What follows belongs to an exercise in optimizing a design on an open flow for small area, a short achievable clock period and few clock cycles per item; a production flow would make more cautious choices.
RTL that was checked went through simulation tests only; none was proved equivalent to the original.
Power is estimated from default activity; no workload was simulated.

## SME
module SME(clk,reset,chardata,isstring,ispattern,valid,match,match_index);
input clk;
input reset;
input [7:0] chardata;
input isstring;
input ispattern;
output reg match;
output reg [4:0] match_index;
output reg valid;
reg [6:0] s [0:31];    
reg [5:0] len;         
reg       ps;          
reg       pp;          
reg       pc;          
reg [31:0] d;          
reg [2:0] blm1;        
wire [6:0] c = chardata[6:0];
wire is_dot    = (c == 7'h2E);
wire is_caret  = (c == 7'h5E);
wire is_dollar = (c == 7'h24);
integer k;
reg [31:0] eq, sp, lenis, mask, startok, endok, prev, dnext;
always @(*) begin
	for (k = 0; k < 32; k = k + 1) begin
		eq[k] = (s[k] == c);
		sp[k] = !(s[k][6] | (|s[k][4:0]));
		lenis[k] = (len[4:0] == k);
		mask[k] = (len > k);
	end
	startok[0] = 1'b1;
	for (k = 1; k < 32; k = k + 1) startok[k] = sp[k-1];
	for (k = 0; k < 31; k = k + 1) endok[k] = sp[k+1] | lenis[k+1];
	endok[31] = 1'b1;
	prev = (pp ? {d[30:0], pc} : 32'hFFFFFFFF) & mask;
	dnext = (prev & (eq | {32{is_dot}})) | ({32{is_dollar}} & d & endok) |
	        ({32{is_caret && !pp}} & sp);
end
reg [2:0] tb [0:7];
reg [7:0] bb;
reg [3:0] anyg, selg;
reg [7:0] oh;
reg [2:0] lo [0:3];
reg [3:0] br;
reg [4:0] idx;
integer j;
always @(*) begin
	for (j = 0; j < 8; j = j + 1) begin
		tb[j] = j - blm1;
		bb[j] = (j < blm1);
	end
	for (k = 0; k < 4; k = k + 1) begin
		anyg[k] = |d[8*k +: 8];
		for (j = 0; j < 8; j = j + 1)
			oh[j] = d[8*k + j] && !(|(d[8*k +: 8] & ((8'd1 << j) - 8'd1)));
		lo[k] = 3'd0;
		br[k] = 1'b0;
		for (j = 0; j < 8; j = j + 1) begin
			lo[k] = lo[k] | ({3{oh[j]}} & tb[j]);
			br[k] = br[k] | (oh[j] & bb[j]);
		end
	end
	selg[0] = anyg[0];
	selg[1] = !anyg[0] && anyg[1];
	selg[2] = !anyg[0] && !anyg[1] && anyg[2];
	selg[3] = !anyg[0] && !anyg[1] && !anyg[2];
	idx[2:0] = ({3{selg[0]}} & lo[0]) | ({3{selg[1]}} & lo[1]) |
  ...
clock: 5.0 ns
lec_check: 0
cap_margin: 10
core_margin: 2
core_utilization: 40
cts_buf_list: sky130_fd_sc_hd__clkbuf_8
setup_slack_margin: 2.9
slew_margin: 10
standard.sh (not shown) runs the stock make flow with config.mk's settings and CLKGATE_MAP_FILE= SYNTH_SCRIPT=/design/flow/synth_recipe.tcl, a recipe that flattens the netlist after the stock synthesis.
==> flow/flow/run.sh <==
#!/bin/bash
set -euo pipefail
cp config.mk my_config.mk
cat >> my_config.mk <<'EOC'
export CTS_ARGS = -sink_clustering_enable -repair_clock_nets -dont_use_dummy_load -sink_clustering_size 16 -sink_clustering_max_diameter 50 -buf_list {sky130_fd_sc_hd__clkbuf_8}
EOC
sed "s#DESIGN_CONFIG=[^ ]*#DESIGN_CONFIG=$PWD/my_config.mk#" standard.sh > my_standard.sh
bash my_standard.sh > standard.log 2>&1
The baseline finished with timing, DRC and antenna clean.
Then changed:
SETUP_SLACK_MARGIN = 3.0   (was 2.9)
The new run produced a clean layout.
Combinational power barely changes.
Clock power drops by about 3%.
Non-clock buffer count climbs by 7.
Hold slack improves by 0.018 ns.
Worst setup slack barely changes.
Sequential power hardly moves.
Cell area climbs by 0.39%.
Total power drops by 0.90%.
No run of this note included a check of the RTL's function; only the layout flow was run.

========
Another version of the RTL of SME (not shown whole).
For scale: about 280 flip-flops, about 19 I/O pins, roughly 0.014 mm² of cells after synthesis.
Settings: LEC_CHECK=0, CAP_MARGIN=20, CORE_MARGIN=2, CORE_UTILIZATION=40, CTS_BUF_LIST=sky130_fd_sc_hd__clkbuf_4 sky130_fd_sc_hd__clkbuf_8, SETUP_SLACK_MARGIN=2.9, SLEW_MARGIN=20; clock period 5.0 ns.
==> flow/flow/run.sh <==
#!/bin/bash
set -euo pipefail
cp config.mk my_config.mk
cat >> my_config.mk <<'EOC'
export CTS_ARGS = -sink_clustering_enable -repair_clock_nets -dont_use_dummy_load -sink_clustering_size 12 -sink_clustering_max_diameter 40 -buf_list {sky130_fd_sc_hd__clkbuf_4 sky130_fd_sc_hd__clkbuf_8}
EOC
sed "s#DESIGN_CONFIG=[^ ]*#DESIGN_CONFIG=$PWD/my_config.mk#" standard.sh > my_standard.sh
bash my_standard.sh > standard.log 2>&1
The first run ran to the end with no violations.
Testbench counts at the start, summed over its fixed seeds: cycles 21,057, items 2,412.
==> next run, changes <==
==> flow/flow/run.sh (replaced) <==
#!/bin/bash
set -euo pipefail
cp config.mk my_config.mk
cat >> my_config.mk <<'EOC'
export CTS_ARGS = -sink_clustering_enable -repair_clock_nets -dont_use_dummy_load -buf_list {sky130_fd_sc_hd__clkbuf_4 sky130_fd_sc_hd__clkbuf_8}
EOC
sed "s#DESIGN_CONFIG=[^ ]*#DESIGN_CONFIG=$PWD/my_config.mk#" standard.sh > my_standard.sh
bash my_standard.sh > standard.log 2>&1
What happened:
- The changed run completed with no timing, DRC or antenna violations
- combinational power goes down by about 0.8%
- wire length goes down by 1.4%
- hold slack barely changes
- cell count goes up by 0.51%
- total power goes up by 3.4%
- register-to-register slack gains 0.04 ns

========
== main ==
Another version of the RTL of SME (not shown whole).
Size: ~1100 cells after synthesis, about 280 flip-flops, ~19 I/O pins.
==> flow/design.v (excerpt) <==
module SME(clk,reset,chardata,isstring,ispattern,valid,match,match_index);
clock: 5.0 ns
lec_check: 0
cap_margin: 20
core_margin: 2
core_utilization: 40
setup_slack_margin: 3.0
slew_margin: 20
run.sh (not shown) runs the stock make flow with config.mk's settings and CLKGATE_MAP_FILE= SYNTH_SCRIPT=/design/flow/synth_recipe.tcl, a recipe that flattens the netlist after the stock synthesis.
Stock flow here: none of the scripts above is used.
Testbench counts of main, summed over its fixed seeds: cycles 21,057, items 2,412.
#### Input delta (the feature branch over main)
- SETUP_SLACK_MARGIN no longer set, was 3.0
==> comparison <==
The feature branch finished every step from synthesis to the final layout, and the layout passed the timing, DRC and antenna checks. When the feature branch is measured against main, its data arrival time of the critical path turns out 0.52 ns higher. Delta (the feature branch minus main): total track usage shrank by 1.3 points, post-layout minimum cycle time saw an increase. Final cell area: the feature branch below main. | total power | the feature branch vs main | ≈ equal |. Relative to main, the feature branch degrades worst setup slack. Cmp main and the feature branch / non-clock buffer count / lower: the feature branch. For the routed length on met1, the feature branch came in 7.1% lower than main did. Compared with main, HPWL after detailed placement in the feature branch increased slightly. The feature branch vs. main: iteration count of the initial detailed-routing pass went down by 3. Higher non-clock buffer contribution to total cell area among main and the feature branch: main.

========
run A:
SME, a different RTL version from the one above (not shown whole).
Size in the first run: about 280 flip-flops, ~19 I/O pins, roughly 13000 um^2 of cells after synthesis.
// SME
module SME(clk,reset,chardata,isstring,ispattern,valid,match,match_index);
==> flow/config.mk <==
export PLATFORM = sky130hd
export DESIGN_NAME = SME
export DESIGN_NICKNAME = SME
export VERILOG_FILES = /design/flow/design.v
export SDC_FILE = /design/flow/constraint.sdc
export NUM_CORES = 4
export LEC_CHECK = 0
export CAP_MARGIN = 10
export CORE_MARGIN = 2
export CORE_UTILIZATION = 40
export CTS_BUF_LIST = sky130_fd_sc_hd__clkbuf_8
export SETUP_SLACK_MARGIN = 3.0
export SLEW_MARGIN = 10
==> flow/constraint.sdc <==
create_clock -name core_clock -period 5.0 [get_ports {clk}]
set_input_delay 1.0000 -clock core_clock [delete_from_list [all_inputs] [get_ports {clk}]]
set_output_delay 1.0000 -clock core_clock [all_outputs]
set_load 0.01 [all_outputs]
standard.sh (not shown) runs the stock make flow with config.mk's settings and CLKGATE_MAP_FILE= SYNTH_SCRIPT=/design/flow/synth_recipe.tcl, a recipe that flattens the netlist after the stock synthesis.
==> flow/flow/run.sh <==
#!/bin/bash
set -euo pipefail
cp config.mk my_config.mk
cat >> my_config.mk <<'EOC'
export CTS_ARGS = -sink_clustering_enable -repair_clock_nets -dont_use_dummy_load -sink_clustering_size 22 -sink_clustering_max_diameter 45 -buf_list {sky130_fd_sc_hd__clkbuf_8}
EOC
sed "s#DESIGN_CONFIG=[^ ]*#DESIGN_CONFIG=$PWD/my_config.mk#" standard.sh > my_standard.sh
bash my_standard.sh > standard.log 2>&1
Run A went all the way through synthesis, placement and routing and the layout is clean on timing, DRC and antenna.
Testbench counts of run A, summed over its fixed seeds: cycles 21,057, items 2,412.
Relative to run A, the following input files were edited for run B:
Settings: swapping 3.0 for 2.9 in SETUP_SLACK_MARGIN; swapping sky130_fd_sc_hd__clkbuf_8 for sky130_fd_sc_hd__clkbuf_4 sky130_fd_sc_hd__clkbuf_8 in CTS_BUF_LIST; swapping 10 for 20 in CAP_MARGIN; swapping 10 for 20 in SLEW_MARGIN.
==> flow/flow/run.sh <==
#!/bin/bash
set -euo pipefail
cp config.mk my_config.mk
cat >> my_config.mk <<'EOC'
export CTS_ARGS = -sink_clustering_enable -repair_clock_nets -dont_use_dummy_load -buf_list {sky130_fd_sc_hd__clkbuf_4 sky130_fd_sc_hd__clkbuf_8}
EOC
sed "s#DESIGN_CONFIG=[^ ]*#DESIGN_CONFIG=$PWD/my_config.mk#" standard.sh > my_standard.sh
bash my_standard.sh > standard.log 2>&1
==> run summary <==
Relative to run A, the count of clock-buffer cells in the layout measured on run B has increased by more than a quarter. [compare] base=run A new=run B: cell area went down, share of total power in combinational logic decreased by 0.3 points relative to the old numbers, power climbed 0.30 mW, via-per-instance ratio went down about 0.6%.
For run C, these inputs were changed with respect to run B:
Settings: a change of CTS_BUF_LIST from sky130_fd_sc_hd__clkbuf_4 sky130_fd_sc_hd__clkbuf_8 to sky130_fd_sc_hd__clkbuf_8; a change of SLEW_MARGIN from 20 to 10; a change of SETUP_SLACK_MARGIN from 2.9 to 3.0; a change of CAP_MARGIN from 20 to 10.
==> flow/flow/run.sh <==
#!/bin/bash
set -euo pipefail
cp config.mk my_config.mk
cat >> my_config.mk <<'EOC'
export CTS_ARGS = -sink_clustering_enable -repair_clock_nets -dont_use_dummy_load -sink_clustering_size 16 -sink_clustering_max_diameter 50 -buf_list {sky130_fd_sc_hd__clkbuf_8}
EOC
sed "s#DESIGN_CONFIG=[^ ]*#DESIGN_CONFIG=$PWD/my_config.mk#" standard.sh > my_standard.sh
bash my_standard.sh > standard.log 2>&1
### Flow results
Cell with the biggest individual delay on the critical path = sky130_fd_sc_hd__fa_1: run C; cell with the biggest individual delay on the critical path = sky130_fd_sc_hd__dfxtp_4: run B
The transition time of the tightest slew-check pin of run C is higher than that of run B.
Of the two candidates, run B has the worse switching power and run C the better one.
For share of cells above drive strength 1, run B and run C come out practically identical.
## Diff of input files: run D against run C
Settings: CORE_UTILIZATION now 60, was 40; CAP_MARGIN now 20, was 10; SLEW_MARGIN now 20, was 10; CTS_BUF_LIST now sky130_fd_sc_hd__clkbuf_4 sky130_fd_sc_hd__clkbuf_8, was sky130_fd_sc_hd__clkbuf_8; PLACE_DENSITY now 0.75, previously not set; SETUP_SLACK_MARGIN now 2.9, was 3.0.
==> flow/flow/run.sh <==
#!/bin/bash
set -euo pipefail
cp config.mk my_config.mk
cat >> my_config.mk <<'EOC'
export CTS_ARGS = -sink_clustering_enable -repair_clock_nets -dont_use_dummy_load -buf_list {sky130_fd_sc_hd__clkbuf_4 sky130_fd_sc_hd__clkbuf_8}
EOC
sed "s#DESIGN_CONFIG=[^ ]*#DESIGN_CONFIG=$PWD/my_config.mk#" standard.sh > my_standard.sh
bash my_standard.sh > standard.log 2>&1
[summary]
Summary of run D over run C: minimum hold slack increased by 0.014 ns relative to the old numbers, least setup slack across all paths after layout lower.
[compare] base=run C new=run D: die height dropped 18%, non-clock buffer count dropped 8, met1 usage in global routing climbed 12 points, fraction of area in registers climbed 0.76 points.
On synthesized cell count, run C tracks run D almost exactly.
The minimum period implied by the final worst setup slack of run D is higher than that of run C.
Run D vs run C: violation count after the first detailed-route iteration up in run D
Compare run C and run D | count of clock-buffer cells in the layout lower: run C
Inputs modified between run D and run E:
Settings: swapping 60 for 40 in CORE_UTILIZATION; clearing PLACE_DENSITY, which used to be 0.75.
==> flow/flow/run.sh <==
#!/bin/bash
set -euo pipefail
cp config.mk my_config.mk
cat >> my_config.mk <<'EOC'
export CTS_ARGS = -sink_clustering_enable -repair_clock_nets -dont_use_dummy_load -sink_clustering_size 20 -sink_clustering_max_diameter 60 -buf_list {sky130_fd_sc_hd__clkbuf_8}
EOC
sed "s#DESIGN_CONFIG=[^ ]*#DESIGN_CONFIG=$PWD/my_config.mk#" standard.sh > my_standard.sh
bash my_standard.sh > standard.log 2>&1
==> run summary <==
In the tables for run D and run E, clock network area share reads lower with run E.
Run E against run D: power share of the clock group -7.5 points; non-clock buffer count +6; number of well-tap cells placed +60%.

========
The RTL this note starts from:
==> flow/design.v <==
module SME(clk,reset,chardata,isstring,ispattern,valid,match,match_index);
input clk;
input reset;
input [7:0] chardata;
input isstring;
input ispattern;
output reg match;
output reg [4:0] match_index;
output reg valid;
reg [6:0] s [0:31];    
reg [5:0] len;         
reg       ps;          
reg       pp;          
reg       pc;          
reg [31:0] d;          
reg [2:0] blm1;        
wire [6:0] c = chardata[6:0];
wire is_dot    = (chardata == 8'h2E);
wire is_caret  = (chardata == 8'h5E);
wire is_dollar = (chardata == 8'h24);
integer k;
reg [31:0] eq, sp, lenis, mask, startok, endok, prev, dnext;
always @(*) begin
	for (k = 0; k < 32; k = k + 1) begin
		eq[k] = (s[k] == c);
		sp[k] = (s[k] == 7'h20);
		lenis[k] = (len[4:0] == k);
		mask[k] = (len > k);
	end
	startok[0] = 1'b1;
	for (k = 1; k < 32; k = k + 1) startok[k] = sp[k-1];
	for (k = 0; k < 31; k = k + 1) endok[k] = sp[k+1] | lenis[k+1];
	endok[31] = 1'b1;
	if (!pp)      prev = mask;
	else if (pc)  prev = startok & mask;
	else          prev = {d[30:0], 1'b0} & mask;
	dnext = (prev & (eq | {32{is_dot}})) | ({32{is_dollar}} & d & endok);
end
function [2:0] pe8;
	input [7:0] x;
	begin
		if (x[0])      pe8 = 3'd0;
		else if (x[1]) pe8 = 3'd1;
		else if (x[2]) pe8 = 3'd2;
		else if (x[3]) pe8 = 3'd3;
		else if (x[4]) pe8 = 3'd4;
		else if (x[5]) pe8 = 3'd5;
		else if (x[6]) pe8 = 3'd6;
		else           pe8 = 3'd7;
	end
endfunction
reg [3:0] anyg, selg;
reg [4:0] idxg [0:3];
reg [4:0] idx;
reg [3:0] dif;
always @(*) begin
	for (k = 0; k < 4; k = k + 1) begin
		anyg[k] = |d[8*k +: 8];
		dif = {1'b0, pe8(d[8*k +: 8])} - {1'b0, blm1};
		idxg[k] = {k[1:0] - {1'b0, dif[3]}, dif[2:0]};
	end
	selg[0] = anyg[0];
	selg[1] = !anyg[0] && anyg[1];
	selg[2] = !anyg[0] && !anyg[1] && anyg[2];
	selg[3] = !anyg[0] && !anyg[1] && !anyg[2];
	idx = ({5{selg[0]}} & idxg[0]) | ({5{selg[1]}} & idxg[1]) |
	      ({5{selg[2]}} & idxg[2]) | ({5{selg[3]}} & idxg[3]);
end
always @(posedge clk) begin
	if (isstring)
		for (k = 0; k < 32; k = k + 1)
			if ((ps ? lenis[k] : (k == 0)))
				s[k] <= c;
	d <= dnext;
	if (!is_dollar)
		blm1 <= (!pp || pc) ? 3'd0 : blm1 + 3'd1;
	match <= |anyg;
	match_index <= idx;
end
always @(posedge clk or posedge reset) begin
	if (reset) begin
		len <= 6'd0;
		ps <= 1'b0;
		pp <= 1'b0;
		pc <= 1'b0;
		valid <= 1'b0;
	end else begin
		ps <= isstring;
		pp <= ispattern;
		if (isstring)
			len <= (ps ? len : 6'd0) + 6'd1;
		pc <= ispattern && !pp && is_caret;
		valid <= pp && !ispattern;
	end
end
endmodule
make LEC_CHECK=0 CAP_MARGIN=20 CORE_MARGIN=2 CORE_UTILIZATION=40 CTS_BUF_LIST='sky130_fd_sc_hd__clkbuf_4 sky130_fd_sc_hd__clkbuf_8' SETUP_SLACK_MARGIN=2.9 SLEW_MARGIN=20 finish   # period 5.0 ns
run.sh (not shown) runs the stock make flow with config.mk's settings and CLKGATE_MAP_FILE= SYNTH_SCRIPT=/design/flow/synth_recipe.tcl, a recipe that flattens the netlist after the stock synthesis.
Stock flow here: none of the scripts above is used.
The starting point ran to the end with no violations.
Testbench counts at the start, summed over its fixed seeds: cycles 21,057, items 2,412.
Edit:
==> flow/flow/run.sh (new file) <==
#!/bin/bash
set -euo pipefail
cp config.mk my_config.mk
cat >> my_config.mk <<'EOC'
export CTS_ARGS = -sink_clustering_enable -repair_clock_nets -dont_use_dummy_load -sink_clustering_size 16 -sink_clustering_max_diameter 50 -buf_list {sky130_fd_sc_hd__clkbuf_8 sky130_fd_sc_hd__clkbuf_16}
EOC
sed "s#DESIGN_CONFIG=[^ ]*#DESIGN_CONFIG=$PWD/my_config.mk#" standard.sh > my_standard.sh
bash my_standard.sh > standard.log 2>&1
==> flow/standard.sh (new file) <==
#!/bin/bash
# synth_recipe.tcl (not shown) runs the flow's synth.tcl, then flattens the netlist and writes it again
# the make line also repeats each setting of config.mk as NAME=value (left out here)
make -C /OpenROAD-flow-scripts/flow DESIGN_CONFIG=/design/flow/config.mk WORK_HOME=/design/flow/orfs CLKGATE_MAP_FILE= SYNTH_SCRIPT=/design/flow/synth_recipe.tcl "${@:-finish}"
removed: flow/run.sh
Die area does not change.
Synthesized area does not change.
Total power goes down by 7.0%.
Routed wire length rose by 4.9%.
Cell count drops by 2.3%.
Cell area stays flat.
Worst hold slack gets worse by 0.015 ns.
Clock skew increases by 0.035 ns.
Non-clock buffer count rose by 23.
Flip-flop and latch count is unchanged.

-- port drivers added, routing unchanged --
How much do the figures lean on ideal ports? The routed layouts below were timed once more, with nothing changed but the port constraints.
Step 1: set_driving_cell puts a clkbuf_16 on clk and a buf_2 on each other input, an assumption about the parent block.
Step 2 times the ports against the registers' clock, not the clock port: input delays grow and output delays shrink by t, the midpoint of the rising clock arrivals with the driver on.
a / b / c = ideal ports / drivers / drivers and shift; a / b = the first two.
run	t (ns)	setup WS [ns]	worst slew at a driven data input, ns
the first run of note 1	0.623	2.912 / 2.892 / 2.268	0.21
the second run of note 1	0.604	2.911 / 2.866 / 2.340	0.25
the first run of note 2	0.582	2.847 / 2.766 / 2.184	0.22
the second run of note 2	0.599	2.890 / 2.801 / 2.202	0.20
main	0.595	2.613 / 2.613 / 2.304	0.20
the feature branch	0.605	1.844 / 1.857 / 1.252	0.04
run A	0.621	2.843 / 2.809 / 2.187	0.22
run B	0.586	2.854 / 2.854 / 2.340	0.06
run C	0.617	2.896 / 2.879 / 2.261	0.22
run D	0.579	2.836 / 2.836 / 2.347	0.07
run E	0.585	2.842 / 2.842 / 2.377	0.06
the first run of note 5	0.611	2.874 / 2.874 / 2.301	0.06
the second run of note 5	0.605	2.829 / 2.793 / 2.188	0.22
After both steps setup and hold are still met in every run listed. For the second run of note 2, which loses most, drivers alone change the setup slack by -0.089 ns; drivers and shift together by -0.688 ns.
